Source: an optimization exercise on an open RTL-to-GDS flow (aim: small area and a short achievable clock period). Production flows keep margins and buffers that such runs may drop. Function was checked by simulation only, so behaviour that the tests miss may differ from the original. In every run shown here, the design's own scripts or RTL, not TritonCTS, make the clock network. The clock input has no modelled driver; a real chip could not lean on it and would need a root buffer or a full tree. Power is estimated from default activity; no workload was simulated.

`flow/config.mk`:
```
export PLATFORM = sky130hd
export DESIGN_NAME = Top
export DESIGN_NICKNAME = Top
export VERILOG_FILES = /design/flow/design.v
export SDC_FILE = /design/flow/constraint.sdc
export NUM_CORES = 4
export LEC_CHECK = 0
export CAP_MARGIN = 20
export CORE_MARGIN = 2
export CORE_UTILIZATION = 40
export SLEW_MARGIN = 20
```
`flow/constraint.sdc`:
```
create_clock -name core_clock -period 120.0 [get_ports {clk_50ns}]
set_input_delay 24.0000 -clock core_clock [delete_from_list [all_inputs] [get_ports {clk_50ns}]]
set_output_delay 24.0000 -clock core_clock [all_outputs]
set_load 0.01 [all_outputs]
```
`flow/design.v`:
```
`timescale 1ns / 1ps
module Fdiv (
    input  wire reset,
    input  wire clk_50ns,
    output reg  [3:0] phase,
    output wire tick_1s
);
  assign tick_1s = phase[2] & ~phase[1] & phase[0];
  always @(posedge reset or posedge clk_50ns) begin
    if (reset) phase <= 4'd1;
    else begin
      phase[0] <= ~phase[0];
      phase[1] <= phase[1] ^ (phase[0] & ~phase[3]);
      phase[2] <= phase[2] ^ (phase[1] & phase[0]);
      phase[3] <= phase[3] ^ (phase[0] & (phase[3] | (phase[2] & phase[1])));
    end
  end
endmodule
`timescale 1ns / 1ps
module Dis (
    input wire reset,
    input wire start,
    input wire pause,
    input wire waitt,
    input wire clk_50ns,
    input wire tick_1s,
    input wire [1:0] speedup,
    output reg [18:0] distance,
    output wire drive
);
  reg start_ff;
  assign drive = (start | start_ff) & ~pause & ~waitt;
  wire en = tick_1s & drive;
  wire [3:0] x  = distance[3:0];
  wire [3:0] d1 = distance[7:4];
  wire [3:0] d2 = distance[11:8];
  wire [3:0] d3 = distance[15:12];
  wire [2:0] d4 = distance[18:16];
  wire s1 = speedup[1];
  wire s0 = speedup[0];
  wire W = d4[2] & d4[1] & d3[2] & ~d3[1] & d3[0] & d2[2] & ~d2[1] & d2[0] & ~d1[2] & d1[1] & d1[0];
  wire [3:0] n0;
  assign n0[3] = (en & s1 & ~s0 & ~W & x[2] & ~x[1]) | (en & s1 & s0 & ~W & ~x[2] & x[1]) |
                 (en & ~s1 & s0 & x[2] & x[1]) | (en & ~s1 & x[2] & x[1] & x[0]) | (~en & x[3]) |
                 (~s1 & ~s0 & x[3] & ~x[0]);
  assign n0[2] = (~en & x[2]) | (~s1 & ~W & x[2] & ~x[1]) | (~s1 & ~s0 & x[2] & ~x[0]) |
                 (en & ~s1 & s0 & ~x[2] & x[1]) | (s1 & s0 & W & x[2]) |
                 (en & s1 & ~s0 & ~W & ~x[3] & ~x[2]) | (en & s1 & s0 & ~W & ~x[2] & ~x[1]) |
                 (en & ~s1 & ~x[2] & x[1] & x[0]) | (en & s1 & ~s0 & ~x[3] & ~x[2] & ~x[1]);
  assign n0[1] = (~en & x[1]) | (~s1 & ~s0 & x[1] & ~x[0]) | (s1 & ~s0 & ~W & ~x[2] & x[1]) |
                 (en & s1 & ~s0 & x[3]) | (en & s0 & ~W & ~x[3] & ~x[2] & ~x[1]) | (s1 & s0 & x[2] & x[1]) |
                 (s1 & s0 & W & x[1]) | (en & s1 & ~s0 & W & x[2]) | (en & ~s1 & ~W & ~x[3] & ~x[1] & x[0]) |
                 (en & ~s1 & W & ~x[2] & ~x[1] & x[0]) | (en & ~s1 & s0 & ~W & x[2] & ~x[1]) |
                 (en & ~s1 & s0 & W & ~x[2] & ~x[1]);
  assign n0[0] = (~en & x[0]) | (en & ~s1 & ~s0 & ~x[0]) | (s0 & x[0]) | (s1 & x[0]);
  wire c0 = (en & s1 & s0 & ~W & x[2]) | (en & s1 & x[2] & x[1]) | (en & s0 & x[3]) | (en & s1 & x[3]) | (en & x[3] & x[0]);
  wire z = (en & s1 & s0 & W) | (en & s1 & W & x[1]) | (en & s1 & W & x[2]) | (en & s0 & W & x[2]) | (en & W & x[2] & x[0]);
  function [4:0] inc;   
    input [3:0] d;
    input c;
    begin
      inc[0] = d[0] ^ c;
      inc[1] = d[1] ^ (c & d[0] & ~d[3]);
      inc[2] = d[2] ^ (c & d[1] & d[0]);
      inc[3] = d[3] ^ (c & d[0] & (d[3] | (d[2] & d[1])));
      inc[4] = c & d[3] & d[0];
    end
  endfunction
  wire [4:0] n1 = inc(d1, c0);
  wire [4:0] n2 = inc(d2, n1[4]);
  wire [4:0] n3 = inc(d3, n2[4]);
  wire c3 = n3[4];
  wire [2:0] n4 = {d4[2] ^ (c3 & d4[1] & d4[0]), d4[1] ^ (c3 & d4[0]), d4[0] ^ c3};
  always @(posedge reset or posedge clk_50ns) begin
    if (reset) begin
      distance <= 19'd0;
      start_ff <= 1'b0;
    end else begin
      distance <= {n4[2] & ~z, n4[1] & ~z, n4[0],
                   n3[3], n3[2] & ~z, n3[1], n3[0] & ~z,
                   n2[3], n2[2] & ~z, n2[1], n2[0] & ~z,
                   n1[3], n1[2], n1[1] & ~z, n1[0] & ~z, n0};
      if (en && start) start_ff <= 1'b1;
    end
  end
endmodule
`timescale 1ns / 1ps
module Traffic (
    input  wire reset,
    input  wire pause,
    input  wire waitt,
    input  wire clk_50ns,
    input  wire tick_1s,
    output wire addition
);
  reg [3:0] s;
  wire t = tick_1s;
  wire c = ~pause & waitt;
  assign addition = s[3] & s[1] & s[0];
  always @(posedge reset or posedge clk_50ns) begin
    if (reset) s <= 4'd0;
    else begin
      s[3] <= (~t & s[3]) | (~c & s[3]) | (s[3] & ~s[1]) | (s[3] & ~s[0]) | (t & c & s[2] & s[1] & s[0]);
      s[2] <= (~t & s[2]) | (~c & s[2]) | (t & c & ~s[3] & ~s[2] & s[1] & s[0]) | (s[2] & ~s[1]) | (s[2] & ~s[0]);
      s[1] <= (~t & s[1]) | (~c & s[1]) | (t & c & ~s[1] & s[0]) | (s[1] & ~s[0]);
      s[0] <= (~t & s[0]) | (~c & s[0]) | (t & s[3] & s[1]) | (t & c & ~s[0]);
    end
  end
endmodule
`timescale 1ns / 1ps
module Fare (
    input wire reset,
    input wire drive,
    input wire pause,
    input wire waitt,
    input wire clk_50ns,
    input wire tick_1s,
    input wire [3:0] phase,
    input wire addition,
    input wire [18:0] distance,
    output reg [18:0] fare
);
  wire [3:0] x  = fare[3:0];
  wire [3:0] f1 = fare[7:4];
  wire [3:0] f2 = fare[11:8];
  wire [3:0] f3 = fare[15:12];
  wire [2:0] f4 = fare[18:16];
  wire le200 = ~f4[2] & ~f4[1] & ~f4[0] & ~f3[3] & ~f3[2] & ~f3[1] & ~f3[0] & ~f2[3] & ~f2[2] &
               (~f2[1] | (~f2[0] & ~f1[3] & ~f1[2] & ~f1[1] & ~f1[0] & ~x[3] & ~x[2] & ~x[1] & ~x[0]));
  wire [18:0] calc;
  BcdCode u_calc (
      .reset(reset),
      .clk_50ns(clk_50ns),
      .phase(phase),
      .d(distance),
      .le200(le200),
      .fare_new(calc)
  );
  wire load = tick_1s & drive;
  wire e = tick_1s & addition & waitt & ~pause;
  wire W = f4[2] & f4[1] & f3[2] & ~f3[1] & f3[0] & f2[2] & ~f2[1] & f2[0] & ~f1[2] & f1[1] & f1[0];
  wire [3:0] n0;
  assign n0[3] = (~e & x[3]) | (e & ~W & ~x[2] & x[1] & x[0]) | (e & ~W & x[2] & ~x[1] & ~x[0]);
  assign n0[2] = (~e & x[2]) | (W & x[2] & x[0]) | (e & ~W & ~x[3] & ~x[2] & ~x[1]) | (e & x[3] & x[0]) |
                 (e & W & ~x[2] & ~x[1] & ~x[0]) | (e & ~W & ~x[2] & x[1] & ~x[0]);
  assign n0[1] = (e & ~W & ~x[3] & ~x[2] & ~x[1] & x[0]) | (~e & x[1]) | (~W & ~x[2] & x[1] & ~x[0]) |
                 (e & x[3] & ~x[0]) | (W & x[1] & x[0]) | (e & W & x[2] & ~x[0]) | (x[2] & x[1] & x[0]);
  assign n0[0] = x[0] ^ e;
  wire c0 = (e & ~W & x[2] & x[0]) | (e & x[3]) | (e & x[2] & x[1]);
  wire z = (e & W & x[0]) | (e & W & x[1]) | (e & W & x[2]);
  function [4:0] inc;   
    input [3:0] d;
    input c;
    begin
      inc[0] = d[0] ^ c;
      inc[1] = d[1] ^ (c & d[0] & ~d[3]);
      inc[2] = d[2] ^ (c & d[1] & d[0]);
      inc[3] = d[3] ^ (c & d[0] & (d[3] | (d[2] & d[1])));
      inc[4] = c & d[3] & d[0];
    end
  endfunction
  wire [4:0] n1 = inc(f1, c0);
  wire [4:0] n2 = inc(f2, n1[4]);
  wire [4:0] n3 = inc(f3, n2[4]);
  wire c3 = n3[4];
  wire [2:0] n4 = {f4[2] ^ (c3 & f4[1] & f4[0]), f4[1] ^ (c3 & f4[0]), f4[0] ^ c3};
  wire [18:0] plus5 = {n4[2] & ~z, n4[1] & ~z, n4[0],
                       n3[3], n3[2] & ~z, n3[1], n3[0] & ~z,
                       n2[3], n2[2] & ~z, n2[1], n2[0] & ~z,
                       n1[3], n1[2], n1[1] & ~z, n1[0] & ~z, n0};
  always @(posedge reset or posedge clk_50ns) begin
    if (reset) fare <= 19'd0;
    else fare <= load ? calc : plus5;
  end
endmodule
`timescale 1ns / 1ps
module Delay (
    input wire reset,
    input wire clk_50ns,
    output reg [2:0] Bit_Sel
);
  reg [1:0] cnt;   
  always @(posedge reset or posedge clk_50ns) begin
    if (reset) begin
      cnt <= 2'd0;
      Bit_Sel <= 3'b000;
    end else begin
      cnt <= {cnt[0], ~cnt[1] & ~cnt[0]};
      Bit_Sel <= Bit_Sel + {2'b00, cnt[1]};
    end
  end
endmodule
`timescale 1ns / 1ps
module BcdCode (
    input  wire        reset,
    input  wire        clk_50ns,
    input  wire [3:0]  phase,
    input  wire [18:0] d,         
    input  wire        le200,     
    output wire [18:0] fare_new   
);
  wire le30 = (d <= 19'h00030);
  wire ge150 = (d >= 19'h00150);
  wire geA = (d >= 19'h54594);
  wire geB = (d >= 19'h36446);
  reg  [19:0] cst;   
  always @(*) begin
    if (le30) cst = 20'h00060;
    else if (le200) cst = geA ? 20'h34488 : 20'h00024;
    else if (ge150) cst = geB ? 20'h34398 : 20'h99934;
    else cst = 20'h39255;
  end
  wire k8 = ~le200;   
  wire [4:0] c0 = (~le30 & ~le200 & ~ge150) ? 5'd6 : 5'd0;
  wire [2:0] j = phase[2:0];   
  reg  [3:0] dj;   
  reg  [3:0] cj;   
  always @(*) begin
    case (j)
      3'd0: begin dj = d[3:0];   cj = 4'd0; end
      3'd1: begin dj = d[7:4];   cj = cst[3:0]; end
      3'd2: begin dj = d[11:8];  cj = cst[7:4]; end
      3'd3: begin dj = d[15:12]; cj = cst[11:8]; end
      3'd4: begin dj = {1'b0, d[18:16]}; cj = cst[15:12]; end
      default: begin dj = 4'd0; cj = cst[19:16]; end
    endcase
    if (le30) dj = 4'd0;
  end
  reg  [4:0] carry;
  wire [4:0] cin = (j == 3'd0) ? c0 : carry;
  wire [6:0] t = (k8 ? {dj, 3'b000} : {2'b00, dj, 1'b0}) + cj + cin;   
  wire [3:0] tq = t / 7'd10;
  wire [3:0] q = t % 7'd10;
  wire [4:0] cout = dj + tq;
  reg  [15:0] sr;
  always @(posedge reset or posedge clk_50ns) begin
    if (reset) carry <= 5'd0;
    else carry <= cout;
  end
  always @(posedge clk_50ns) sr <= {q, sr[15:4]};
  assign fare_new = {q[2:0], sr};
endmodule
`timescale 1ns / 1ps
module SLed (
    input wire [15:0] distance_bcd,
    input wire [15:0] fare_bcd,
    input wire [2:0] Bit_Sel,
    output wire [3:0] AN,   
    output wire [7:0] Seg   
);
  reg [3:0] x;
  assign AN = {1'b1, Bit_Sel};
  always @(*) begin
    case (Bit_Sel)
      3'b000: x = fare_bcd[15:12];
      3'b001: x = fare_bcd[11:8];
      3'b010: x = fare_bcd[7:4];
      3'b011: x = fare_bcd[3:0];
      3'b100: x = distance_bcd[15:12];
      3'b101: x = distance_bcd[11:8];
      3'b110: x = distance_bcd[7:4];
      default: x = distance_bcd[3:0];
    endcase
  end
  assign Seg[7] = (~x[3] & ~x[2] & ~x[1] & x[0]) | (x[2] & ~x[1] & ~x[0]);
  assign Seg[6] = (x[2] & ~x[1] & x[0]) | (x[2] & x[1] & ~x[0]);
  assign Seg[5] = ~x[2] & x[1] & ~x[0];
  assign Seg[4] = (~x[3] & ~x[2] & ~x[1] & x[0]) | (x[2] & ~x[1] & ~x[0]) | (x[2] & x[1] & x[0]);
  assign Seg[3] = x[0] | (x[2] & ~x[1]);
  assign Seg[2] = (~x[3] & ~x[2] & x[0]) | (~x[2] & x[1]) | (x[1] & x[0]);
  assign Seg[1] = (~x[3] & ~x[2] & ~x[1]) | (x[2] & x[1] & x[0]);
  assign Seg[0] = ~(Bit_Sel[1] & ~Bit_Sel[0]);
endmodule
`timescale 1ns / 1ps
module Top(reset,start,pause,waitt,clk_50ns,speedup,AN,Seg);
  input reset;
  input start;
  input pause;
  input waitt;
  input clk_50ns;
  input [1:0]speedup;
  output [3:0]AN;
  output [7:0]Seg;
  wire tick_1s;
  wire [3:0]phase;
  wire addition;
  wire drive;
  wire [2:0]Bit_Sel;
  wire [18:0]fare;
  wire [18:0]distance;
  Fdiv u1(reset,clk_50ns,phase,tick_1s);
  Dis  u2(reset,start,pause,waitt,clk_50ns,tick_1s,speedup,distance,drive);
  Traffic u3(reset,pause,waitt,clk_50ns,tick_1s,addition);
  Fare u4(reset,drive,pause,waitt,clk_50ns,tick_1s,phase,addition,distance,fare);
  Delay u5(reset,clk_50ns,Bit_Sel);
  SLed  u8(distance[15:0],fare[15:0],Bit_Sel,AN,Seg);
endmodule
```
`flow/flow/run.sh`:
```
#!/bin/bash
# Layout flow: the standard synthesis, then its combinational logic
# re-mapped by ABC with an area-oriented script (flip-flops kept as they
# are, same cells and names), then the standard ORFS flow, with plain
# buffers on the ports and a small two-level clock tree built by cts.tcl
# in place of ORFS's clock tree synthesis.  Each tool's output goes to a
# log file of its own in this folder.
set -euo pipefail
R=orfs/results/${FLOW_PLATFORM}/Top/base
LIB=${FLOW_HOME}/platforms/${FLOW_PLATFORM}/lib/sky130_fd_sc_hd__tt_025C_1v80.lib

bash standard.sh synth > 1_standard_synth.log 2>&1

cp ${R}/1_2_yosys.v ${R}/1_2_yosys_standard.v
FFS=$(grep -oE "sky130_fd_sc_hd__(df|edf|sdf|dl)[a-z0-9_]+" ${R}/1_2_yosys_standard.v | sort -u | tr '\n' ' ')
sed -e "s#@LIB@#${LIB}#g" -e "s#@FFS@#${FFS}#g" -e "s#@IN@#${R}/1_2_yosys_standard.v#g" \
    -e "s#@OUT@#${R}/1_2_yosys.v#g" flow/remap.ys > remap.ys
yosys -s remap.ys > 2_remap_yosys.log 2>&1
rm -f ${R}/1_synth.odb ${R}/1_synth.sdc
touch ${R}/1_2_yosys.v ${R}/1_2_yosys.sdc

bash standard.sh "BUFFER_PORTS_ARGS=-buffer_cell sky130_fd_sc_hd__buf_2" place > 3_standard_place.log 2>&1

RESULTS=${R} CLK_PORT=clk_50ns NLEAF=5 ROOT_BUF=sky130_fd_sc_hd__clkbuf_8 LEAF_BUF=sky130_fd_sc_hd__clkbuf_8 \
  openroad -no_init -exit flow/cts.tcl > 4_cts_openroad.log 2>&1

bash standard.sh "BUFFER_PORTS_ARGS=-buffer_cell sky130_fd_sc_hd__buf_2" finish > 5_standard_finish.log 2>&1
```
`flow/flow/cts.tcl`:
```
# Clock tree: one root buffer at the clock port's side of the core feeding a
# few leaf buffers, each leaf driving the flip-flops of one cluster (k-means
# on the flip-flop positions).  All flip-flops are two buffers from the port.
set P $::env(FLOW_HOME)/platforms/$::env(FLOW_PLATFORM)
set R $::env(RESULTS)
read_lef $P/lef/sky130_fd_sc_hd.tlef
read_lef $P/lef/sky130_fd_sc_hd_merged.lef
read_liberty $P/lib/sky130_fd_sc_hd__tt_025C_1v80.lib
read_db $R/3_place.odb
read_sdc $R/3_place.sdc
source $P/setRC.tcl

set db [ord::get_db]
set blk [ord::get_db_block]
set clknet [$blk findNet $::env(CLK_PORT)]
set nleaf $::env(NLEAF)
set rootm [$db findMaster $::env(ROOT_BUF)]
set leafm [$db findMaster $::env(LEAF_BUF)]

set sinks {}
foreach it [$clknet getITerms] {
  set inst [$it getInst]
  set loc [$inst getLocation]
  lappend sinks [list [lindex $loc 0] [lindex $loc 1] $it]
}
set n [llength $sinks]
puts "clock sinks: $n"

# k-means with deterministic seeds spread along x
set sorted [lsort -integer -index 0 $sinks]
set cent {}
for {set k 0} {$k < $nleaf} {incr k} {
  set e [lindex $sorted [expr {int(($k + 0.5) * $n / $nleaf)}]]
  lappend cent [list [lindex $e 0] [lindex $e 1]]
}
for {set iter 0} {$iter < 50} {incr iter} {
  set assign {}
  foreach s $sinks {
    set best 0; set bd 1e30
    for {set k 0} {$k < $nleaf} {incr k} {
      set c [lindex $cent $k]
      set d [expr {abs([lindex $s 0] - [lindex $c 0]) + abs([lindex $s 1] - [lindex $c 1])}]
      if {$d < $bd} { set bd $d; set best $k }
    }
    lappend assign $best
  }
  set new {}
  for {set k 0} {$k < $nleaf} {incr k} {
    set sx 0; set sy 0; set m 0
    foreach s $sinks a $assign {
      if {$a == $k} { incr sx [lindex $s 0]; incr sy [lindex $s 1]; incr m }
    }
    if {$m > 0} { lappend new [list [expr {$sx / $m}] [expr {$sy / $m}]] } else { lappend new [lindex $cent $k] }
  }
  set cent $new
}

set rnet [odb::dbNet_create $blk clknet_root]
$rnet setSigType CLOCK
set root [odb::dbInst_create $blk $rootm clkbuf_root]
set rx 0; set ry 0
foreach c $cent { incr rx [lindex $c 0]; incr ry [lindex $c 1] }
$root setLocation [expr {$rx / $nleaf}] [expr {$ry / $nleaf}]
$root setPlacementStatus PLACED
[$root findITerm A] connect $clknet
[$root findITerm X] connect $rnet
for {set k 0} {$k < $nleaf} {incr k} {
  set lnet [odb::dbNet_create $blk clknet_leaf_$k]
  $lnet setSigType CLOCK
  set leaf [odb::dbInst_create $blk $leafm clkbuf_leaf_$k]
  set c [lindex $cent $k]
  $leaf setLocation [lindex $c 0] [lindex $c 1]
  $leaf setPlacementStatus PLACED
  [$leaf findITerm A] connect $rnet
  [$leaf findITerm X] connect $lnet
  set m 0
  foreach s $sinks a $assign {
    if {$a == $k} { set it [lindex $s 2]; $it disconnect; $it connect $lnet; incr m }
  }
  puts "leaf $k: $m sinks at $c"
}
$clknet setSigType CLOCK

set_placement_padding -global -left 0 -right 0
detailed_placement
set_propagated_clock [all_clocks]
estimate_parasitics -placement
report_clock_skew
set worst 0
foreach pin [get_pins -hierarchical */CLK] {
  set s [get_property $pin slew_max]
  if {$s > $worst} { set worst $s }
}
puts "worst clock pin slew (placement estimate): $worst"
repair_timing -hold -verbose
detailed_placement
check_placement -verbose
report_worst_slack -max
report_worst_slack -min
write_db $R/4_1_cts.odb
exec cp $R/4_1_cts.odb $R/4_cts.odb
write_sdc -no_timestamp $R/4_cts.sdc
```
`flow/flow/remap.ys`:
```
# Re-map the combinational logic of the standard synthesis netlist.  The
# flip-flop cells are black boxes, so every register keeps its cell and name.
read_liberty -ignore_miss_func @LIB@
blackbox @FFS@
read_verilog @IN@
hierarchy -check -top Top
flatten
opt_clean -purge
abc -script +strash;&get,-n;&deepsyn,-T,60;&dch,-f;&nf,-R,1000;&put -liberty @LIB@ -dont_use *probe* -dont_use *lpflow* -D 120000
opt_clean -purge
splitnets
opt_clean -purge
hilomap -singleton -hicell sky130_fd_sc_hd__conb_1 HI -locell sky130_fd_sc_hd__conb_1 LO
insbuf -buf sky130_fd_sc_hd__buf_4 A X
check
stat -liberty @LIB@
write_verilog -noattr -nohex -nodec @OUT@
```
`flow/standard.sh`:
```
#!/bin/bash
# synth_recipe.tcl (not shown) runs the flow's synth.tcl, then flattens the netlist and writes it again
# the make line also repeats each setting of config.mk as NAME=value (left out here)
make -C /OpenROAD-flow-scripts/flow DESIGN_CONFIG=/design/flow/config.mk WORK_HOME=/design/flow/orfs CLKGATE_MAP_FILE= SYNTH_SCRIPT=/design/flow/synth_recipe.tcl "${@:-finish}"
```
==> results of run 1 <==
[sequential cells by signal, summed over array words and instances (netlist names)]
signal and flops:
u4.u_calc.sr 16, u4.fare 19, u1.phase 4, u3.s 4, u5.Bit_Sel 3, u4.u_calc.carry 5
u5.cnt 2, u2.distance 19, u2.start_ff 1
[final timing paths]
check                                           to  cells after the start
worst min-delay path               u4.u_calc.sr[2]                      0
worst max-delay path                        Seg[7]                      9
worst max register to register  u4.u_calc.carry[4]                     36
worst min register to register     u4.u_calc.sr[2]                      0
min in group asynchronous          u2.distance[12]                      3
max in group asynchronous               u4.fare[5]                      3
[power by group through the flow]
stage | Sequential (mW) | Clock, mW | Combinational, mW
5_1_grt | 0.0380 | 0.0135 | 0.0664
3_3_place_gp | 0.0376 | 0 | 0.0567
3_5_place_dp | 0.0375 | 0 | 0.0582
6_report | 0.0371 | 0.0122 | 0.0581
2_1_floorplan | 0.0354 | 0 | 0.0478
[metal layers]
metal	routed length (um)	GRT usage, %
met2	4790	31.0
met1	5090	27.3
met4	133	2.88
met5	0	0
met3	519	1.58
[critical path, stage by stage (launching register included)]
cell	delay (ns)
dfrtp_1	0.51
clkinv_1	0.16
nor2_1	0.34
clkinv_1	0.18
o211a_1	0.24
a21oi_1	0.36
xnor2_1	0.19
nand2b_1	0.11
a21oi_1	0.15
buf_2	0.15
[layout make-up]
class | count | area [um2] | area share [%]
inverters | 19 | 71.3 | 1.55
well taps | 136 | 170 | 3.71
multi-input cells | 420 | 2410 | 52.4
plain buffers | 6 | 82.6 | 1.80
repair buffers | 21 | 113 | 2.45
flip-flops and latches | 73 | 1750 | 38.1
[per-stage QoR]
| stage | cell area, um2 | hold slack, ns | util (%) |
|---|---|---|---|
| floorplan | 4250 | 0.331 | - |
| global placement | 4500 | 0.335 | 43.6 |
| detailed placement | 4500 | 0.340 | 43.6 |
| global route | 4590 | 0.349 | 44.5 |
| finish | 4590 | 0.353 | 44.5 |
==> impl_metrics.py, run 1 <==
metrics = {
    "place": {
        "port_buffers": 17,
        "numPlacedInstances": 668,
        "preCtsSetupSlack_ns": 93.26,
        "hpwl_mm": 7.74,
        "gp_congestion": 0.924,
    },
    "drt": {
        "drc": 0,
        "drt_first_pass_iters": 5,
        "vias_per_cell": 5.81,
        "ant_nets": 0,
        "drtIter0Drc": 332,
        "vias": 3925,
        "routedWlPerCell_um": 15.6,
        "wl_mm": 10.5,
    },
    "layout": {
        "n_antenna_cell": 0,
        "fin_cells": 675,
        "layout_common_cells": "nor2_1 (69), nand2_1 (61), dfrtp_1 (56)",
        "drive_gt1_share_pct": 5.94,
        "areaGrowthSynthToFinish_pct": 8.07,
        "nets": 548,
        "layout_commonest_cell": "nor2_1",
        "fillCellCount": 1022,
    },
    "critical_path": {
        "start_kind": "register",
        "crit_fanout": 9,
        "crit_path_end_kind": "output pin",
        "required_ns": 96.00,
        "arrival_ns": 2.75,
        "startpoint": "u5.Bit_Sel[1]",
        "r2r-start": "u4.fare[1]",
        "reg2reg_setup_slack_ns": 111.92,
        "crit_type": "reg -> out",
    },
    "clocking": {
        "path_clk_slew_ns": 0.12,
        "clkLatencyLatePin_ns": 0.37,
    },
    "global_route": {
        "antenna_found_initial": 0,
        "grt_max_degree": 58,
        "grtUsageTotal_pct": 18.8,
        "overflow": 0,
        "grt_pass1_vias": 3715,
        "grt_pass1_wl_mm": 18.2,
    },
    "sta": {
        "maxSlewViolCount": 0,
        "finalSetupViolCount": 0,
        "rsz0062_at_grt": "no",
        "fin_crit_ns": 26.75,
        "fmax_mhz": 37.4,
        "fin_crit_sh_pct": 22.3,
        "maxSlewHeadroom_pct": 48.0,
        "tightest_slew_ns": 0.773,
        "finalHoldViolCount": 0,
        "tns_ns": 0,
        "worst_slack_ns": 93.25,
        "finalClockSkew_ns": 0.0410,
    },
    "outcome": {
        "outcome": "timing/DRC/antenna clean",
    },
    "power": {
        "power_frac_clock_pct": 11.4,
        "p_total_uw": 107,
        "power_switching_uw": 47.9,
        "p_per_area_mw_per_mm2": 23.4,
        "comb_power_share_pct": 54.1,
        "sequentialPowerShare_pct": 34.5,
        "p_int_uw": 59.5,
        "leakage_nw": 1.91,
        "ir_drop_uv": 24.9,
        "swShare_pct": 44.6,
    },
    "yosys": {
        "synthCells": 516,
        "syn_avg_cell_area_um2": 8.23,
        "syn_area_mm2": 0.00425,
        "synthesis.nets": 523,
        "yosysWarnings": 7,
    },
    "floorplan": {
        "dieWidth_um": 107,
        "start_util_pct": 41.1,
        "fp.coreArea_mm2": 0.0103,
        "fp.dieArea_mm2": 0.0115,
        "num_rows": 37,
        "die-height_um": 107,
        "ioPinCount": 19,
    },
    "flow_run": {
        "maxCapViolations": 0,
    },
    "min_path": {
        "min_from": "u4.u_calc.sr[6]",
        "hold_path_class": "reg -> reg",
    },
}
==> run 2, diff against run 1 <==
--- a/flow/flow/run.sh
+++ b/flow/flow/run.sh
@@ -21,7 +21,7 @@
 
-bash standard.sh "BUFFER_PORTS_ARGS=-buffer_cell sky130_fd_sc_hd__buf_2" place > 3_standard_place.log 2>&1
+bash standard.sh "BUFFER_PORTS_ARGS=-buffer_cell sky130_fd_sc_hd__buf_2" "CORE_UTILIZATION=60" "PLACE_DENSITY=0.7" place > 3_standard_place.log 2>&1
 
-RESULTS=${R} CLK_PORT=clk_50ns NLEAF=5 ROOT_BUF=sky130_fd_sc_hd__clkbuf_8 LEAF_BUF=sky130_fd_sc_hd__clkbuf_8 \
+RESULTS=${R} CLK_PORT=clk_50ns NLEAF=5 LEAF_CAP=15 ROOT_BUF=sky130_fd_sc_hd__clkbuf_8 LEAF_BUF=sky130_fd_sc_hd__clkbuf_8 \
   openroad -no_init -exit flow/cts.tcl > 4_cts_openroad.log 2>&1
 
-bash standard.sh "BUFFER_PORTS_ARGS=-buffer_cell sky130_fd_sc_hd__buf_2" finish > 5_standard_finish.log 2>&1
+bash standard.sh "BUFFER_PORTS_ARGS=-buffer_cell sky130_fd_sc_hd__buf_2" "CORE_UTILIZATION=60" "PLACE_DENSITY=0.7" finish > 5_standard_finish.log 2>&1
--- a/flow/flow/cts.tcl
+++ b/flow/flow/cts.tcl
@@ -1,4 +1,4 @@
-# Clock tree: one root buffer at the clock port's side of the core feeding a
-# few leaf buffers, each leaf driving the flip-flops of one cluster (k-means
-# on the flip-flop positions).  All flip-flops are two buffers from the port.
+# Clock tree: one root buffer feeding a few leaf buffers, each leaf driving
+# the flip-flops of one cluster (k-means on the flip-flop positions, at most
+# LEAF_CAP flip-flops per leaf).  All flip-flops are two buffers from the port.
 set P $::env(FLOW_HOME)/platforms/$::env(FLOW_PLATFORM)
@@ -35,12 +35,22 @@
 }
-for {set iter 0} {$iter < 50} {incr iter} {
-  set assign {}
+# capacitated k-means: each leaf drives at most CAP flip-flops
+set cap $::env(LEAF_CAP)
+for {set iter 0} {$iter < 30} {incr iter} {
+  set pairs {}
+  set i 0
   foreach s $sinks {
-    set best 0; set bd 1e30
     for {set k 0} {$k < $nleaf} {incr k} {
       set c [lindex $cent $k]
-      set d [expr {abs([lindex $s 0] - [lindex $c 0]) + abs([lindex $s 1] - [lindex $c 1])}]
-      if {$d < $bd} { set bd $d; set best $k }
+      lappend pairs [list [expr {abs([lindex $s 0] - [lindex $c 0]) + abs([lindex $s 1] - [lindex $c 1])}] $i $k]
     }
-    lappend assign $best
+    incr i
+  }
+  set pairs [lsort -integer -index 0 $pairs]
+  set assign [lrepeat $n -1]
+  set used [lrepeat $nleaf 0]
+  foreach p $pairs {
+    lassign $p d i k
+    if {[lindex $assign $i] >= 0 || [lindex $used $k] >= $cap} { continue }
+    lset assign $i $k
+    lset used $k [expr {[lindex $used $k] + 1}]
   }
==> run 2 against run 1 <==
Cell count is 6.1% lower. Synthesized cell count stayed put. Still clean on timing, DRC and antenna. Core utilization is 22 points higher. Clock skew is 0.025 ns lower. Largest cell class unchanged. Via count is 2.1% higher. Sequential power hardly changed.
==> impl_metrics.py, run 2 <==
metrics = {
    "layout": {
        "n_antenna_cell": 0,
        "layout_commonest_cell": "nor2_1",
        "fin_cells": 634,
        "fillCellCount": 592,
        "areaGrowthSynthToFinish_pct": 6.89,
        "nets": 547,
        "seq_area_mm2": 0.00175,
        "layout_common_cells": "nor2_1 (69), nand2_1 (61), dfrtp_1 (56)",
        "top_regs": "u2.distance (19), u4.fare (19), u4.u_calc.sr (16)",
        "drive_gt1_share_pct": 5.95,
        "multiInputGateArea_mm2": 0.00241,
    },
    "critical_path": {
        "startpoint": "u5.Bit_Sel[1]",
        "reg2reg_depth": 36,
        "r2r_end": "u4.u_calc.carry[4]",
        "start_kind": "register",
        "crit_fanout": 9,
        "reg2reg_setup_slack_ns": 112.07,
        "crit_type": "reg -> out",
        "crit_path_end_kind": "output pin",
        "required_ns": 96.00,
        "r2r-start": "u4.fare[1]",
        "arrival_ns": 2.76,
    },
    "drt": {
        "vias": 4007,
        "vias_per_cell": 6.32,
        "wl_mm": 10.3,
        "drt_first_pass_iters": 5,
        "routedWlPerCell_um": 16.3,
        "drtIter0Drc": 357,
        "ant_nets": 0,
        "drc": 0,
    },
    "place": {
        "port_buffers": 17,
        "hpwl_mm": 7.36,
        "gp_congestion": 0.857,
        "numPlacedInstances": 628,
    },
    "outcome": {
        "outcome": "timing/DRC/antenna clean",
    },
    "sta": {
        "maxSlewHeadroom_pct": 48.8,
        "maxSlewViolCount": 0,
        "rsz0062_at_grt": "no",
        "finalSetupViolCount": 0,
        "fmax_mhz": 37.4,
        "fin_crit_ns": 26.76,
        "finalClockSkew_ns": 0.0164,
        "finalHoldViolCount": 0,
        "tightest_slew_ns": 0.762,
        "tns_ns": 0,
        "fin_crit_sh_pct": 22.3,
    },
    "global_route": {
        "overflow": 0,
        "antenna_found_initial": 0,
        "grtUsageTotal_pct": 27.3,
        "busiest_layer": "met2",
        "grt_pass1_vias": 3530,
        "grt_pass1_wl_mm": 17.2,
        "met1_usage_pct": 40.0,
        "grtUsageMet3_pct": 2.92,
        "use_met2_pct": 44.2,
        "grt_max_degree": 58,
    },
    "yosys": {
        "synthesis.nets": 523,
        "yosysWarnings": 7,
        "syn_area_mm2": 0.00425,
        "syn_avg_cell_area_um2": 8.23,
        "synthCells": 516,
    },
    "floorplan": {
        "start_util_pct": 62.2,
        "fp.dieArea_mm2": 0.00777,
        "num_rows": 30,
        "ioPinCount": 19,
        "dieWidth_um": 88.1,
        "fp.coreArea_mm2": 0.00683,
        "die-height_um": 88.1,
    },
    "flow_run": {
        "maxCapViolations": 0,
    },
    "clocking": {
        "clkLatencyLatePin_ns": 0.34,
        "path_clk_slew_ns": 0.09,
    },
    "power": {
        "leakage_nw": 1.90,
        "ir_drop_uv": 39.7,
        "p_per_area_mw_per_mm2": 23.6,
    },
    "min_path": {
        "hold_path_class": "reg -> reg",
        "hold_depth": 0,
        "min_to": "u4.u_calc.sr[4]",
        "min_from": "u4.u_calc.sr[8]",
    },
}
## run 2: stage by stage
stage | utilization, % | setup WS [ns] | hold slack [ns] | area (um2) | total power, mW
2_1_floorplan | - | 92.39 | 0.331 | 4250 | 0.0832
3_3_place_gp | 65.2 | 93.40 | 0.336 | 4450 | 0.0938
3_5_place_dp | 65.2 | 93.28 | 0.337 | 4450 | 0.0950
5_1_grt | 66.5 | 93.03 | 0.360 | 4540 | 0.117
6_report | 66.5 | 93.24 | 0.354 | 4540 | 0.107
## run 2: layout make-up
| cell class | instances | share of cell area (%) |
|---|---|---|
| multi-input cells | 420 | 53.1 |
| flip-flops and latches | 73 | 38.5 |
| well taps | 96 | 2.65 |
| repair buffers | 20 | 2.37 |
| plain buffers | 6 | 1.82 |
| inverters | 19 | 1.57 |
## run 2: worst max-delay path by stage
| stage | slack (ns) | endpoint | cells after the start |
|---|---|---|---|
| 2_1_floorplan | 92.39 | u2.distance[16] | 9 |
| 3_3_place_gp | 93.40 | u4.fare[18] | 11 |
| 3_5_place_dp | 93.28 | u4.fare[18] | 11 |
| 5_1_grt | 93.03 | Seg[7] | 9 |
| 6_report | 93.24 | Seg[7] | 9 |
## run 2: where the power goes
| group | switching [mW] | leakage [nW] | internal (mW) |
|---|---|---|---|
| combinational | 0.0342 | 1.00 | 0.0237 |
| clock | 0.00748 | 0.0431 | 0.00454 |
| sequential | 0.00582 | 0.860 | 0.0312 |
| total | 0.0475 | 1.90 | 0.0595 |
## run 2: worst max-delay path, stage by stage, from the launching register on
cell      delay [ns]
dfrtp_1         0.49
clkinv_1        0.15
nor2_1          0.34
clkinv_1        0.20
o211a_1         0.25
a21oi_1         0.39
xnor2_1         0.20
nand2b_1        0.11
a21oi_1         0.13
buf_2           0.15
## run 2: metal layers
metal | routed length (um) | up-vias | share of wire [%]
li1 | - | 1944 | -
met1 | 4580 | 1902 | 44
met2 | 4890 | 142 | 47
met3 | 658 | 19 | 6.4
met4 | 215 | 0 | 2.1
met5 | 0 | - | 0
==> run 3, diff against run 2 <==
--- a/flow/flow/run.sh
+++ b/flow/flow/run.sh
@@ -21,3 +21,3 @@
 
-bash standard.sh "BUFFER_PORTS_ARGS=-buffer_cell sky130_fd_sc_hd__buf_2" "CORE_UTILIZATION=60" "PLACE_DENSITY=0.7" place > 3_standard_place.log 2>&1
+bash standard.sh "BUFFER_PORTS_ARGS=-buffer_cell sky130_fd_sc_hd__buf_2" "CORE_UTILIZATION=75" "PLACE_DENSITY=0.85" place > 3_standard_place.log 2>&1
 
@@ -26,2 +26,2 @@
 
-bash standard.sh "BUFFER_PORTS_ARGS=-buffer_cell sky130_fd_sc_hd__buf_2" "CORE_UTILIZATION=60" "PLACE_DENSITY=0.7" finish > 5_standard_finish.log 2>&1
+bash standard.sh "BUFFER_PORTS_ARGS=-buffer_cell sky130_fd_sc_hd__buf_2" "CORE_UTILIZATION=75" "PLACE_DENSITY=0.85" finish > 5_standard_finish.log 2>&1
==> run 3 against run 2 <==
Still clean on timing, DRC and antenna. Cell area down 0.77%. Hold slack worse by 0.023 ns. Core utilization up 16 points. Setup slack got worse by 0.10 ns. Fmax down 0.39%. First-iteration DRC count grew 29%. Sequential power barely moved. Global-route usage rose by 7.2 points.
==> impl_metrics.py, run 3 <==
metrics = {
    "outcome": {
        "outcome": "timing/DRC/antenna clean",
    },
    "global_route": {
        "grt_max_degree": 58,
        "overflow": 0,
        "grt_pass1_vias": 3744,
        "grt_pass1_wl_mm": 17.6,
        "grtUsageTotal_pct": 34.5,
        "antenna_found_initial": 0,
    },
    "floorplan": {
        "start_util_pct": 77.6,
        "fp.coreArea_mm2": 0.00547,
        "dieWidth_um": 79.3,
        "num_rows": 27,
        "ioPinCount": 19,
        "die-height_um": 79.3,
        "fp.dieArea_mm2": 0.00628,
    },
    "layout": {
        "n_antenna_cell": 0,
        "nets": 547,
        "layout_common_cells": "nor2_1 (69), nand2_1 (61), dfrtp_1 (56)",
        "areaGrowthSynthToFinish_pct": 6.07,
        "drive_gt1_share_pct": 5.76,
        "fillCellCount": 378,
        "layout_commonest_cell": "nor2_1",
        "final_area_mm2": 0.00451,
        "top_regs": "u2.distance (19), u4.fare (19), u4.u_calc.sr (16)",
    },
    "flow_run": {
        "maxCapViolations": 0,
    },
    "power": {
        "sequentialPowerShare_pct": 34.0,
        "p_int_uw": 59.5,
        "comb_power_share_pct": 54.5,
        "p_total_uw": 109,
        "swShare_pct": 45.6,
        "p_per_area_mw_per_mm2": 24.3,
        "power_switching_uw": 50.0,
        "ir_drop_uv": 42.5,
        "power_frac_clock_pct": 11.5,
        "leakage_nw": 1.90,
    },
    "drt": {
        "vias_per_cell": 6.85,
        "vias": 4176,
        "routedWlPerCell_um": 17.5,
        "drt_first_pass_iters": 5,
        "wl_mm": 10.7,
        "drtIter0Drc": 462,
        "drc": 0,
        "ant_nets": 0,
    },
    "place": {
        "gp_congestion": 0.971,
        "hpwl_mm": 7.49,
        "port_buffers": 17,
        "place_area_mm2": 0.00442,
    },
    "sta": {
        "maxSlewHeadroom_pct": 30.2,
        "fin_crit_ns": 26.86,
        "finalHoldViolCount": 0,
        "rsz0062_at_grt": "no",
        "tightest_slew_ns": 1.04,
        "finalClockSkew_ns": 0.0294,
        "finalSetupViolCount": 0,
        "fin_crit_sh_pct": 22.4,
        "maxSlewViolCount": 0,
        "fmax_mhz": 37.2,
        "tns_ns": 0,
    },
    "yosys": {
        "syn_area_mm2": 0.00425,
        "synthesis.nets": 523,
        "yosysWarnings": 7,
        "synthCells": 516,
        "syn_avg_cell_area_um2": 8.23,
    },
    "critical_path": {
        "required_ns": 96.00,
        "arrival_ns": 2.86,
        "start_kind": "register",
        "crit_type": "reg -> out",
        "reg2reg_setup_slack_ns": 111.98,
        "crit_fanout": 9,
        "crit_path_end_kind": "output pin",
    },
    "clocking": {
        "clkLatencyLatePin_ns": 0.35,
        "path_clk_slew_ns": 0.12,
    },
    "min_path": {
        "hold_path_class": "reg -> reg",
    },
}
## run 3: power by group through the flow
stage	sequential (mW)	clock (mW)	combinational (mW)
floorplan	0.0354	0	0.0478
global placement	0.0372	0	0.0554
detailed placement	0.0374	0	0.0583
global route	0.0379	0.0133	0.0670
finish	0.0373	0.0126	0.0596
## run 3: layout make-up
type                       instances  area, um2  area share (%)
inverter                          19       71.3            1.58
sequential                        73       1750            38.8
tap                               72       90.1            2.00
timing repair buffer              20        108            2.39
multi-input combinational        420       2410            53.4
buffer                             6       82.6            1.83
## run 3: worst paths after layout
check	from	endpoint	depth (start not counted)
hold reg to reg	u4.u_calc.sr[5]	u4.u_calc.sr[1]	0
setup / recovery	u5.Bit_Sel[1]	Seg[7]	9
max in group asynchronous	reset	u2.distance[13]	3
min in group asynchronous	reset	u4.u_calc.carry[4]	3
setup reg to reg	u4.fare[1]	u4.u_calc.carry[4]	36
hold / removal	u4.u_calc.sr[5]	u4.u_calc.sr[1]	0
## run 3: layer usage
metal	track usage (%)	up-vias	wire (um)
li1	-	1924	-
met1	47.0	1970	4240
met2	59.5	253	5340
met3	3.30	29	862
met4	9.14	0	253
met5	0	-	0
## run 3: critical path: stages, from the launching register on
cell	delay (ns)
dfrtp_1	0.53
clkinv_1	0.16
nor2_1	0.34
clkinv_1	0.22
o211a_1	0.26
a21oi_1	0.36
xnor2_1	0.20
nand2b_1	0.13
a21oi_1	0.17
buf_2	0.16
## run 3: through the flow
step / util [%] / std cells / worst slack (ns) / hold slack (ns)
finish: 82.3 / 610 / 93.14 / 0.331
global route: 82.3 / 610 / 92.87 / 0.346
floorplan: - / 516 / 92.39 / 0.331
detailed placement: 80.8 / 604 / 93.26 / 0.339
global placement: 80.8 / 604 / 93.42 / 0.333
==> run 4, diff against run 3 <==
--- a/flow/flow/run.sh
+++ b/flow/flow/run.sh
@@ -21,3 +21,3 @@
 
-bash standard.sh "BUFFER_PORTS_ARGS=-buffer_cell sky130_fd_sc_hd__buf_2" "CORE_UTILIZATION=75" "PLACE_DENSITY=0.85" place > 3_standard_place.log 2>&1
+bash standard.sh "BUFFER_PORTS_ARGS=-buffer_cell sky130_fd_sc_hd__buf_2" place > 3_standard_place.log 2>&1
 
@@ -26,2 +26,2 @@
 
-bash standard.sh "BUFFER_PORTS_ARGS=-buffer_cell sky130_fd_sc_hd__buf_2" "CORE_UTILIZATION=75" "PLACE_DENSITY=0.85" finish > 5_standard_finish.log 2>&1
+bash standard.sh "BUFFER_PORTS_ARGS=-buffer_cell sky130_fd_sc_hd__buf_2" finish > 5_standard_finish.log 2>&1
==> run 4 against run 3 <==
Largest cell class unchanged. Global-route usage is 16 points lower. Combinational power down 3%. Sequential power barely moved. Synthesized area unchanged. Total power down 1.7%. Setup slack better by 0.13 ns. Die area up 82%. Clock skew is 0.0024 ns lower. Via count decreased by 6.5%. Fmax increased by 0.48%. Sequential share of layout area fell by 0.72 points. Synthesized cell count stayed put.
==> impl_metrics.py, run 4 <==
metrics = {
    "outcome": {
        "outcome": "timing/DRC/antenna clean",
    },
    "critical_path": {
        "slowest_delay_ns": 0.50,
        "start_kind": "register",
        "arrival_ns": 2.73,
        "cp_cell_sequence": "clkinv_1 -> nor2_1 -> clkinv_1 -> o211a_1 -> a21oi_1 -> xnor2_1 -> nand2b_1 -> a21oi_1 -> buf_2",
        "startpoint": "u5.Bit_Sel[1]",
        "worst_path_max_delay_cell": "dfrtp_1",
        "reg2reg_setup_slack_ns": 111.93,
        "critical-path-top-delay-family": "compound AO/OA/AOI/OAI gates",
        "required_ns": 96.00,
        "r2r-start": "u4.fare[1]",
        "crit_path_end_kind": "output pin",
        "crit_fanout": 9,
        "crit_buf_inv": 3,
        "crit_type": "reg -> out",
    },
    "power": {
        "p_total_uw": 108,
        "swShare_pct": 44.7,
        "power_switching_uw": 48.1,
        "comb_power_share_pct": 54.0,
        "leakage_nw": 1.91,
        "ir_drop_uv": 26.3,
        "p_int_uw": 59.5,
        "p_per_area_mw_per_mm2": 23.4,
        "power_frac_clock_pct": 11.5,
        "sequentialPowerShare_pct": 34.4,
    },
    "floorplan": {
        "fp.dieArea_mm2": 0.0115,
        "num_rows": 37,
        "ioPinCount": 19,
        "fp.coreArea_mm2": 0.0103,
        "dieWidth_um": 107,
        "die-height_um": 107,
        "start_util_pct": 41.1,
    },
    "drt": {
        "routedWlPerCell_um": 15.7,
        "vias_per_cell": 5.78,
        "drt_first_pass_iters": 4,
        "vias": 3903,
        "ant_nets": 0,
        "drc": 0,
        "drtIter0Drc": 318,
        "wl_mm": 10.6,
    },
    "sta": {
        "fin_crit_sh_pct": 22.3,
        "holdWs_ns": 0.356,
        "rsz0062_at_grt": "no",
        "maxSlewHeadroom_pct": 47.1,
        "fin_crit_ns": 26.73,
        "tightest_slew_ns": 0.787,
        "worst_slack_ns": 93.27,
        "fmax_mhz": 37.4,
        "finalHoldViolCount": 0,
        "maxSlewViolCount": 0,
        "finalSetupViolCount": 0,
        "tns_ns": 0,
        "finalClockSkew_ns": 0.0270,
    },
    "layout": {
        "layout_commonest_cell": "nor2_1",
        "layout_common_cells": "nor2_1 (69), nand2_1 (61), dfrtp_1 (56)",
        "nets": 548,
        "areaGrowthSynthToFinish_pct": 8.07,
        "drive_gt1_share_pct": 5.94,
        "multiInputGateArea_mm2": 0.00241,
        "n_antenna_cell": 0,
        "top_regs": "u2.distance (19), u4.fare (19), u4.u_calc.sr (16)",
        "fillCellCount": 1018,
        "seq_area_mm2": 0.00175,
    },
    "global_route": {
        "antenna_found_initial": 0,
        "grt_pass1_vias": 3727,
        "overflow": 0,
        "grt_max_degree": 58,
        "grt_pass1_wl_mm": 18.3,
        "grtUsageTotal_pct": 18.9,
    },
    "place": {
        "port_buffers": 17,
        "preCtsSetupSlack_ns": 93.26,
        "hpwl_mm": 7.74,
        "gp_congestion": 0.924,
    },
    "min_path": {
        "min_from": "u4.u_calc.sr[7]",
        "hold_path_class": "reg -> reg",
    },
    "clocking": {
        "path_clk_slew_ns": 0.10,
        "clkLatencyLatePin_ns": 0.36,
    },
    "yosys": {
        "syn_area_mm2": 0.00425,
        "synthCells": 516,
        "synthesis.nets": 523,
        "syn_avg_cell_area_um2": 8.23,
        "yosysWarnings": 7,
    },
    "flow_run": {
        "maxCapViolations": 0,
    },
}
[run 4: power by group through the flow]
stage / clock, mW / sequential (mW) / combinational (mW)
floorplan: 0 / 0.0354 / 0.0478
global placement: 0 / 0.0376 / 0.0567
detailed placement: 0 / 0.0375 / 0.0582
global route: 0.0138 / 0.0379 / 0.0664
finish: 0.0124 / 0.0370 / 0.0581
[run 4: area by class of cell]
class                           count  area share [%]
Buffer                              6            1.80
Inverter                           19            1.55
Multi-Input combinational cell    420            52.4
Sequential cell                    73            38.1
Tap cell                          136            3.71
Timing Repair Buffer               21            2.45
[run 4: per-stage QoR]
stage | utilization (%) | cell area [um2] | instances
floorplan | - | 4250 | 516
global placement | 43.6 | 4500 | 668
detailed placement | 43.6 | 4500 | 668
global route | 44.5 | 4590 | 675
finish | 44.5 | 4590 | 675
[run 4: path summary, 6_finish.rpt]
path	to	cells after the start
max	Seg[7]	9
min	u4.u_calc.sr[3]	0
max reg2reg	u4.u_calc.carry[4]	36
min reg2reg	u4.u_calc.sr[3]	0
max in group asynchronous	u3.s[1]	3
min in group asynchronous	u4.u_calc.carry[3]	3
[run 4: worst register-to-register path: cells and delay by family (launching register included)]
kind | cells | cell delay (ns)
adders and majority gates | 3 | 1.10
buffers and inverters | 4 | 0.54
and+or+nand+nor | 13 | 2.30
AOI/OAI and AO/OA | 15 | 3.28
DFF | 1 | 0.47
xor gates and xnor gates | 1 | 0.35
[run 4: layer usage]
layer  GRT usage, %  wire length (um)  up-vias
li1               -                 -     1932
met1           27.6              5230     1872
met2           30.8              4790       86
met3           1.22               432       13
met4           3.80               177        0
met5              0                 0        -
==> run 5, diff against run 4 <==
--- a/flow/flow/remap.ys
+++ b/flow/flow/remap.ys
@@ -8,3 +8,3 @@
 opt_clean -purge
-abc -script +strash;&get,-n;&deepsyn,-T,60;&dch,-f;&nf,-R,1000;&put -liberty @LIB@ -dont_use *probe* -dont_use *lpflow* -D 120000
+abc -script +strash;&get,-n;&deepsyn,-T,180;&dch,-f;&nf,-R,1000;&put -liberty @LIB@ -dont_use *probe* -dont_use *lpflow* -D 120000
 opt_clean -purge
==> run 5 against run 4 <==
First-iteration DRC count grew 2.5%. Core utilization shrank 0.27 points. Critical path depth grew 1. Flip-flop and latch count is the same. Cell area shrank 1.1%. Total power shrank 60%. Sequential power shrank 28%. Via count grew 0.46%. Clock power is essentially flat. Die area shrank 0.90%. Critical endpoint unchanged. Highest routed layer unchanged.
==> impl_metrics.py, run 5 <==
metrics = {
    "yosys": {
        "syn_area_mm2": 0.00421,
        "synthCells": 507,
        "syn_avg_cell_area_um2": 8.30,
        "synthesis.nets": 514,
        "yosysWarnings": 7,
    },
    "sta": {
        "maxSlewViolCount": 0,
        "fin_crit_ns": 26.93,
        "finalSetupViolCount": 0,
        "fin_crit_sh_pct": 22.4,
        "tns_ns": 0,
        "finalClockSkew_ns": 0.0115,
        "tightest_slew_ns": 0.825,
        "fmax_mhz": 37.1,
        "rsz0062_at_grt": "no",
        "maxSlewHeadroom_pct": 45.0,
        "finalHoldViolCount": 0,
    },
    "critical_path": {
        "crit_type": "reg -> out",
        "start_kind": "register",
        "required_ns": 96.00,
        "crit_fanout": 8,
        "arrival_ns": 2.93,
        "crit_path_end_kind": "output pin",
    },
    "layout": {
        "areaGrowthSynthToFinish_pct": 7.94,
        "layout_commonest_cell": "nand2_1",
        "drive_gt1_share_pct": 5.49,
        "top_regs": "u2.distance (19), u4.fare (19), u4.u_calc.sr (16)",
        "n_antenna_cell": 0,
        "layout_common_cells": "nand2_1 (60), nor2_1 (57), dfrtp_1 (56)",
        "nets": 537,
    },
    "drt": {
        "vias": 3921,
        "ant_nets": 0,
        "drtIter0Drc": 326,
        "drt_first_pass_iters": 5,
        "routedWlPerCell_um": 16.1,
        "drc": 0,
        "wl_mm": 10.7,
        "vias_per_cell": 5.91,
    },
    "power": {
        "p_per_area_mw_per_mm2": 9.42,
        "p_total_uw": 42.8,
        "leakage_nw": 1.95,
        "ir_drop_uv": 4.65,
    },
    "floorplan": {
        "die-height_um": 107,
        "fp.dieArea_mm2": 0.0114,
        "dieWidth_um": 107,
        "fp.coreArea_mm2": 0.0103,
        "ioPinCount": 19,
        "num_rows": 37,
        "start_util_pct": 40.9,
    },
    "clocking": {
        "clkLatencyLatePin_ns": 0.35,
        "path_clk_slew_ns": 0.10,
    },
    "global_route": {
        "grt_max_degree": 58,
        "overflow": 0,
        "grt_pass1_wl_mm": 18.0,
        "grtUsageTotal_pct": 18.9,
        "antenna_found_initial": 0,
        "grt_pass1_vias": 3647,
    },
    "min_path": {
        "hold_path_class": "reg -> reg",
    },
    "place": {
        "port_buffers": 17,
        "hpwl_mm": 7.60,
        "gp_congestion": 0.874,
    },
    "outcome": {
        "outcome": "timing/DRC/antenna clean",
    },
    "flow_run": {
        "maxCapViolations": 0,
    },
}
run 5: report_power, final:
part	leakage [nW]	switching [mW]	internal [mW]
Clock	0.0431	0.00771	0.00455
Sequential	0.888	0.00155	0.0253
Combinational	1.02	0.00215	0.00159
run 5: final cells by class:
type,count,area [um2]
Buffer,6,82.6
Fill cell,1030,5740
Inverter,11,41.3
Multi-Input combinational cell,419,2400
Sequential cell,73,1750
Tap cell,136,170
Timing Repair Buffer,19,100
run 5: per-layer routing:
layer | part of all wire (%) | wire (um) | vias up | track usage, %
li1 | - | - | 1902 | -
met1 | 48 | 5120 | 1900 | 27.2
met2 | 45 | 4860 | 100 | 31.1
met3 | 4.9 | 522 | 19 | 1.84
met4 | 1.8 | 188 | 0 | 3.34
met5 | 0 | 0 | - | 0
run 5: final timing paths:
check,start,endpoint,slack (ns),cells after the start
setup / recovery,u5.Bit_Sel[1],Seg[7],93.07,10
hold / removal,u4.u_calc.sr[12],u4.u_calc.sr[8],0.36,0
max in group asynchronous,reset,u4.fare[14],95.65,3
min in group asynchronous,reset,u2.distance[1],23.84,3
setup reg to reg,u2.distance[11],u4.u_calc.carry[3],111.89,33
hold reg to reg,u4.u_calc.sr[12],u4.u_calc.sr[8],0.36,0
run 5: critical path: stages, from the launching register on:
cell and delay [ns]:
dfrtp_1 0.48, or2_0 0.39, o22ai_1 0.16, or4_1 0.43, o31ai_1 0.16, clkinv_1 0.20, o22ai_1 0.22, and2_0 0.17
nand2b_1 0.09, a21oi_1 0.13, buf_2 0.15
run 5: through the flow:
stage | area (um2) | setup WS (ns) | hold WS (ns) | utilization [%] | std cells
finish | 4540 | 93.07 | 0.356 | 44.2 | 664
global route | 4540 | 92.76 | 0.362 | 44.2 | 664
detailed placement | 4450 | 93.25 | 0.340 | 43.3 | 658
global placement | 4450 | 93.32 | 0.343 | 43.3 | 658
floorplan | 4210 | 92.22 | 0.326 | - | 507
==> run 6, diff against run 5 <==
--- a/flow/flow/remap.ys
+++ b/flow/flow/remap.ys
@@ -8,3 +8,3 @@
 opt_clean -purge
-abc -script +strash;&get,-n;&deepsyn,-T,180;&dch,-f;&nf,-R,1000;&put -liberty @LIB@ -dont_use *probe* -dont_use *lpflow* -D 120000
+abc -script +strash;&get,-n;&deepsyn,-T,600;&dch,-f;&nf,-R,1000;&put -liberty @LIB@ -dont_use *probe* -dont_use *lpflow* -D 120000
 opt_clean -purge
==> run 6 against run 5 <==
Still clean. Register-to-register slack is essentially flat. Fmax is the same. Cell count is the same. Total power is the same. Critical path depth is the same. Flip-flop and latch count is the same. Die area is the same. Synthesized cell count is the same. First-iteration DRC count is the same. Largest power group unchanged.
==> impl_metrics.py, run 6 <==
metrics = {
    "sta": {
        "fin_crit_sh_pct": 22.4,
        "tns_ns": 0,
        "finalHoldViolCount": 0,
        "rsz0062_at_grt": "no",
        "maxSlewViolCount": 0,
        "finalSetupViolCount": 0,
        "finalClockSkew_ns": 0.0115,
        "fin_crit_ns": 26.93,
        "fmax_mhz": 37.1,
        "maxSlewHeadroom_pct": 45.0,
        "tightest_slew_ns": 0.825,
    },
    "min_path": {
        "hold_path_class": "reg -> reg",
    },
    "layout": {
        "top_regs": "u2.distance (19), u4.fare (19), u4.u_calc.sr (16)",
        "multiInputGateArea_mm2": 0.00240,
        "seq_area_mm2": 0.00175,
        "areaGrowthSynthToFinish_pct": 7.94,
        "fillCellCount": 1030,
        "layout_common_cells": "nand2_1 (60), nor2_1 (57), dfrtp_1 (56)",
        "postLayoutCoreUtil_pct": 44.2,
        "drive_gt1_share_pct": 5.49,
        "nets": 537,
        "n_antenna_cell": 0,
        "fin_cells": 664,
        "layout_commonest_cell": "nand2_1",
        "final_area_mm2": 0.00454,
    },
    "drt": {
        "drtIter0Drc": 326,
        "wl_mm": 10.7,
        "ant_nets": 0,
        "drt_first_pass_iters": 5,
        "vias_per_cell": 5.91,
        "drc": 0,
        "routedWlPerCell_um": 16.1,
        "vias": 3921,
    },
    "critical_path": {
        "arrival_ns": 2.93,
        "required_ns": 96.00,
        "start_kind": "register",
        "startpoint": "u5.Bit_Sel[1]",
        "r2r_end": "u4.u_calc.carry[3]",
        "crit_type": "reg -> out",
        "slowest_delay_ns": 0.48,
        "reg2reg_setup_slack_ns": 111.89,
        "crit_end": "Seg[7]",
        "crit_path_end_kind": "output pin",
        "reg2reg_depth": 33,
        "crit_fanout": 8,
        "worst_path_max_delay_cell": "dfrtp_1",
        "cp_cell_sequence": "or2_0 -> o22ai_1 -> or4_1 -> o31ai_1 -> clkinv_1 -> o22ai_1 -> and2_0 -> nand2b_1 -> a21oi_1 -> buf_2",
        "r2r-start": "u2.distance[11]",
        "path_common_cell": "o22ai_1",
    },
    "power": {
        "p_per_area_mw_per_mm2": 9.42,
        "leakage_nw": 1.95,
        "p_int_uw": 31.4,
        "power_frac_clock_pct": 28.6,
        "sequentialPowerShare_pct": 62.6,
        "power_switching_uw": 11.4,
        "swShare_pct": 26.7,
        "comb_power_share_pct": 8.7,
        "ir_drop_uv": 4.65,
    },
    "floorplan": {
        "fp.dieArea_mm2": 0.0114,
        "num_rows": 37,
        "start_util_pct": 40.9,
        "dieWidth_um": 107,
        "ioPinCount": 19,
        "die-height_um": 107,
        "fp.coreArea_mm2": 0.0103,
    },
    "global_route": {
        "antenna_found_initial": 0,
        "overflow": 0,
        "grt_pass1_wl_mm": 18.0,
        "grt_pass1_vias": 3647,
        "grtUsageTotal_pct": 18.9,
        "grt_max_degree": 58,
    },
    "clocking": {
        "path_clk_slew_ns": 0.10,
        "clkLatencyLatePin_ns": 0.35,
    },
    "yosys": {
        "syn_area_mm2": 0.00421,
        "synthCells": 507,
        "syn_avg_cell_area_um2": 8.30,
        "yosysWarnings": 7,
        "synthesis.nets": 514,
    },
    "place": {
        "port_buffers": 17,
        "hpwl_mm": 7.60,
        "numPlacedInstances": 658,
        "place_area_mm2": 0.00445,
        "gp_congestion": 0.874,
    },
    "outcome": {
        "outcome": "timing/DRC/antenna clean",
    },
    "flow_run": {
        "maxCapViolations": 0,
    },
}
run 6: area by class of cell:
| cell class | instances | area share (%) |
|---|---|---|
| plain buffers | 6 | 1.82 |
| inverters | 11 | 0.909 |
| multi-input cells | 419 | 52.8 |
| flip-flops and latches | 73 | 38.5 |
| well taps | 136 | 3.75 |
| repair buffers | 19 | 2.20 |
run 6: worst min-delay path by stage:
stage,startpoint,cells past startpoint,endpoint
2_1_floorplan,u4.u_calc.sr[6],0,u4.u_calc.sr[2]
3_3_place_gp,u4.u_calc.sr[9],0,u4.u_calc.sr[5]
3_5_place_dp,u4.u_calc.sr[12],0,u4.u_calc.sr[8]
5_1_grt,u4.u_calc.sr[13],0,u4.u_calc.sr[9]
6_report,u4.u_calc.sr[12],0,u4.u_calc.sr[8]
run 6: worst max-delay path, delay by kind of cell (launching register included):
family                 cells  cell delay, ns
and+or+nand+nor            4            1.08
DFF                        1            0.48
buffers and inverters      2            0.35
AOI/OAI and AO/OA          4            0.67
run 6: metrics by stage:
| step | hold slack (ns) | total power, mW | setup slack, ns |
|---|---|---|---|
| 2_1_floorplan | 0.326 | 0.0295 | 92.22 |
| 3_3_place_gp | 0.343 | 0.0309 | 93.32 |
| 3_5_place_dp | 0.340 | 0.0310 | 93.25 |
| 5_1_grt | 0.362 | 0.0447 | 92.76 |
| 6_report | 0.356 | 0.0428 | 93.07 |
run 6: power groups by stage:
stage	Combinational (mW)	Clock (mW)	Sequential [mW]
after floorplan	0.00278	0	0.0267
after global routing	0.00419	0.0135	0.0270
final	0.00374	0.0123	0.0268
after global placement	0.00361	0	0.0273
after detailed placement	0.00370	0	0.0273
run 6: metal layers:
metal / GRT usage [%] / routed length, um / vias up / share of wire [%]
met5: 0 / 0 / - / 0
met4: 3.34 / 188 / 0 / 1.8
met3: 1.84 / 522 / 19 / 4.9
met2: 31.1 / 4860 / 100 / 45
met1: 27.2 / 5120 / 1900 / 48
li1: - / - / 1902 / -

-- what the ideal ports hide --
The flow's constraints put no driver on any port. The routed layouts listed below were extracted and timed again, unchanged, in two steps.
Step 1 (the two cells are an assumption about what drives the block):
set clk [get_ports {clk_50ns}]
set_driving_cell -lib_cell sky130_fd_sc_hd__clkbuf_16 $clk
set_driving_cell -lib_cell sky130_fd_sc_hd__buf_2 [delete_from_list [all_inputs] $clk]
Step 2, shift: input delay + t, output delay - t, t = (earliest + latest rising clock arrival at the registers) / 2. This alone moves slack from input paths to output paths.
Three values: no drivers, after step 1, after step 2; two values: the first two.
run | t, ns | setup slack, ns | worst setup path after step 2 | slew at the worst register clock pin (ns) | pins driven straight from the clock port
run 1 | 0.380 | 93.251 / 93.220 / 93.222 | input to register | 0.12 / 0.12 | 1
run 2 | 0.363 | 93.244 / 93.216 / 93.199 | input to register | 0.10 / 0.10 | 1
run 3 | 0.368 | 93.140 / 93.110 / 93.135 | input to register | 0.12 / 0.12 | 1
run 4 | 0.376 | 93.268 / 93.236 / 93.223 | input to register | 0.11 / 0.11 | 1
run 5 | 0.378 | 93.071 / 93.038 / 93.166 | input to register | 0.10 / 0.10 | 1
run 6 | 0.378 | 93.071 / 93.038 / 93.166 | input to register | 0.10 / 0.10 | 1
After both steps every run listed still meets setup and hold.
